This design comes from an exercise in tuning for small area on the open sky130 flow, not from production work. The RTL was checked by simulation tests, not by an equivalence proof against the original design. Power figures rest on the tool's default switching activity, not on a simulated workload.

==> module moving_avg_filt, before the edit <==
module moving_avg_filt(
  input clk,
  input rst,
  input fill_done,
  input [6:0] signal_in,
  output reg [12:0] signal_sum
  );
  parameter N = 64;
  reg [7*N-1:0] queue;
  reg fill_en;
  wire [6:0] oldest = queue[7*N-1 -: 7];
  always @(posedge clk) begin
    queue <= {queue[7*N-8:0], signal_in};
  end
  always @(posedge clk) begin
    if (rst)
      fill_en <= 1'b0;
    else if (fill_done)
      fill_en <= 1'b1;
  end
  wire [6:0] a = signal_sum[6:0];
  wire [6:0] b = signal_in;
  wire [6:0] c = ~(oldest & {7{fill_en}});
  wire [6:0] ps = a ^ b ^ c;
  wire [7:1] pc = (a & b) | (c & (a ^ b));
  wire [7:0] k;
  wire [6:0] lo;
  assign k[0] = 1'b1;
  assign lo[0] = ps[0] ^ k[0];
  assign k[1] = ps[0] & k[0];
  genvar i;
  generate
    for (i = 1; i < 7; i = i + 1) begin : rip
      assign lo[i] = ps[i] ^ pc[i] ^ k[i];
      assign k[i+1] = (ps[i] & pc[i]) | (k[i] & (ps[i] ^ pc[i]));
    end
  endgenerate
  wire up = pc[7] & k[7];
  wire dn = ~(pc[7] | k[7]);
  wire [5:0] hi = signal_sum[12:7];
  wire [6:0] ones, zeros;
  assign ones[0] = 1'b1;
  assign zeros[0] = 1'b1;
  generate
    for (i = 0; i < 6; i = i + 1) begin : incdec
      assign ones[i+1] = ones[i] & hi[i];
      assign zeros[i+1] = zeros[i] & ~hi[i];
    end
  endgenerate
  wire [5:0] hi_next = hi ^ (({6{up}} & ones[5:0]) | ({6{dn}} & zeros[5:0]));
  always @(posedge clk) begin
    if (rst)
      signal_sum <= 13'd0;
    else
      signal_sum <= {hi_next, lo};
  end
endmodule
==> flow/config.mk <==
export PLATFORM = sky130hd
export DESIGN_NAME = pam_modem
export DESIGN_NICKNAME = pam_modem
export VERILOG_FILES = /design/flow/design.v
export SDC_FILE = /design/flow/constraint.sdc
export NUM_CORES = 4
export LEC_CHECK = 0
export CAP_MARGIN = 20
export CORE_MARGIN = 2
export CORE_UTILIZATION = 40
export SLEW_MARGIN = 20
export BUFFER_PORTS_ARGS = -buffer_cell sky130_fd_sc_hd__buf_1
export CTS_ARGS = -sink_clustering_enable -repair_clock_nets -dont_use_dummy_load -buf_list sky130_fd_sc_hd__clkbuf_8 -sink_clustering_size 20 -sink_clustering_max_diameter 60 -root_buf sky130_fd_sc_hd__clkbuf_4 -tree_buf sky130_fd_sc_hd__clkbuf_4
==> flow/constraint.sdc <==
create_clock -name core_clock -period 10.0 [get_ports {clk}]
set_input_delay 2.0000 -clock core_clock [delete_from_list [all_inputs] [get_ports {clk}]]
set_output_delay 2.0000 -clock core_clock [all_outputs]
set_load 0.01 [all_outputs]
standard.sh (not shown) runs the stock make flow with config.mk's settings and CLKGATE_MAP_FILE= SYNTH_SCRIPT=/design/flow/synth_recipe.tcl, a recipe that flattens the netlist after the stock synthesis.
==> flow/flow/run.sh <==
#!/bin/bash
# Layout flow: the standard flow (standard.sh) with these changes:
#  - synthesis: the standard synthesis script (synth_recipe.tcl), except that
#    ABC maps the logic with each of the area-oriented scripts
#    flow/abc_*.abc (deep AIG optimisation, then area-oriented mapping, no
#    buffering or upsizing) and the smallest result is kept, and Yosys's
#    extract_fa is skipped (ABC maps the adders too);
#  - the port buffers are the smallest buffer (buf_1) instead of the
#    resizer's default choice (clkdlybuf4s50_1);
#  - clock tree synthesis uses clkbuf_8 sink clusters of up to 20 flip-flops,
#    clkbuf_4 above them, and inserts no dummy loads.
# Each tool's output goes to a log file in this folder (ORFS also keeps its
# per-step logs under orfs/logs/).
set -euo pipefail
work=$PWD
cat > my_synth.tcl <<EOT
# Map the logic with each area script in flow/abc_*.abc, from the same
# starting point, and keep the smallest result.
proc abc {args} {
  set i [lsearch \$args -script]
  yosys design -save pre_abc
  set best_area -1
  foreach script [lsort [glob $work/flow/abc_*.abc]] {
    yosys design -load pre_abc
    lset args [expr {\$i + 1}] \$script
    yosys abc {*}\$args
    set libargs {}
    foreach lib \$::env(LIB_FILES) { lappend libargs -liberty \$lib }
    set report [tee -q -s result.string stat {*}\$libargs]
    regexp {Chip area for module [^:]*: ([0-9.]+)} \$report -> area
    puts "abc script \$script: area \$area"
    if {\$best_area < 0 || \$area < \$best_area} {
      set best_area \$area
      yosys design -save best_abc
    }
  }
  yosys design -load best_abc
  puts "abc: kept area \$best_area"
}
proc extract_fa {args} {}
source $work/synth_recipe.tcl
EOT
sed "s#SYNTH_SCRIPT=[^ ]*#SYNTH_SCRIPT=$work/my_synth.tcl#" standard.sh > my_standard.sh
grep -q "SYNTH_SCRIPT=$work/my_synth.tcl" my_standard.sh
cat >> config.mk <<'EOC'
export BUFFER_PORTS_ARGS = -buffer_cell sky130_fd_sc_hd__buf_1
export CTS_ARGS = -sink_clustering_enable -repair_clock_nets -dont_use_dummy_load -buf_list sky130_fd_sc_hd__clkbuf_8 -sink_clustering_size 20 -sink_clustering_max_diameter 60 -root_buf sky130_fd_sc_hd__clkbuf_4 -tree_buf sky130_fd_sc_hd__clkbuf_4
EOC
bash my_standard.sh > flow_make.log 2>&1
==> flow/flow/abc_a.abc <==
&get -n
&st
&deepsyn -I 8 -J 50
&put
amap
topo
==> flow/flow/abc_b.abc <==
&get -n
&st
&deepsyn -I 8 -J 50
&put
dch -f
amap
topo
==> flow/flow/abc_c.abc <==
&get -n
&st
&deepsyn -I 8 -J 50
&dch -f
&nf -R 1000
&put
topo
==> flow/flow/abc_d.abc <==
&get -n
&st
&dch -f
&nf -R 1000
&put
topo
The first run finished with timing, DRC and antenna clean.
Change:
--- a/flow/design.v
+++ b/flow/design.v
@@ -161,5 +161,5 @@
   wire [6:0] oldest = queue[7*N-1 -: 7];
   always @(posedge clk) begin
-    queue <= {queue[7*N-8:0], signal_in};
+    queue <= {queue[7*N-8:0], ~signal_in};
   end
   always @(posedge clk) begin
@@ -171,5 +171,5 @@
   wire [6:0] a = signal_sum[6:0];
   wire [6:0] b = signal_in;
-  wire [6:0] c = ~(oldest & {7{fill_en}});
+  wire [6:0] c = oldest | {7{~fill_en}};
   wire [6:0] ps = a ^ b ^ c;
   wire [7:1] pc = (a & b) | (c & (a ^ b));
=> Critical path depth increases by 3; total power hardly moves; worst setup slack degrades by 300 ps; routed wire length decreases by 1.7%; non-clock buffer count decreases by 1; clock-buffer cell count decreases by 1; cell area barely changes; first-iteration DRC count increases by about 14%; final cell count increases by 1.3%; clock skew increases by 33 ps; die area barely changes; utilization decreases by 0.69 points.

==> static timing again, ports no longer ideal <==
No port has a modelled driver above. Below, the same layouts with a new extraction and two added sets of constraints. Step 1 assumes that a clkbuf_16 drives the clock port and a buf_2 every other input. Step 2, shift: input delay + t, output delay - t, t = (earliest + latest rising clock arrival at the registers) / 2. This alone moves slack from input paths to output paths. Three values: ideal, step 1, step 2; two values: the first two.
| run | t (ns) | setup slack, ns | pins driven straight from the clock port |
|---|---|---|---|
| the first run | 0.727 | 4.607 / 4.581 / 4.433 | 1 |
| the second run | 0.717 | 4.309 / 4.288 / 4.288 | 1 |
After both steps setup and hold are still met in every run listed. For the first run, which loses most, drivers alone change the setup slack by -0.026 ns; drivers and shift together by -0.174 ns.
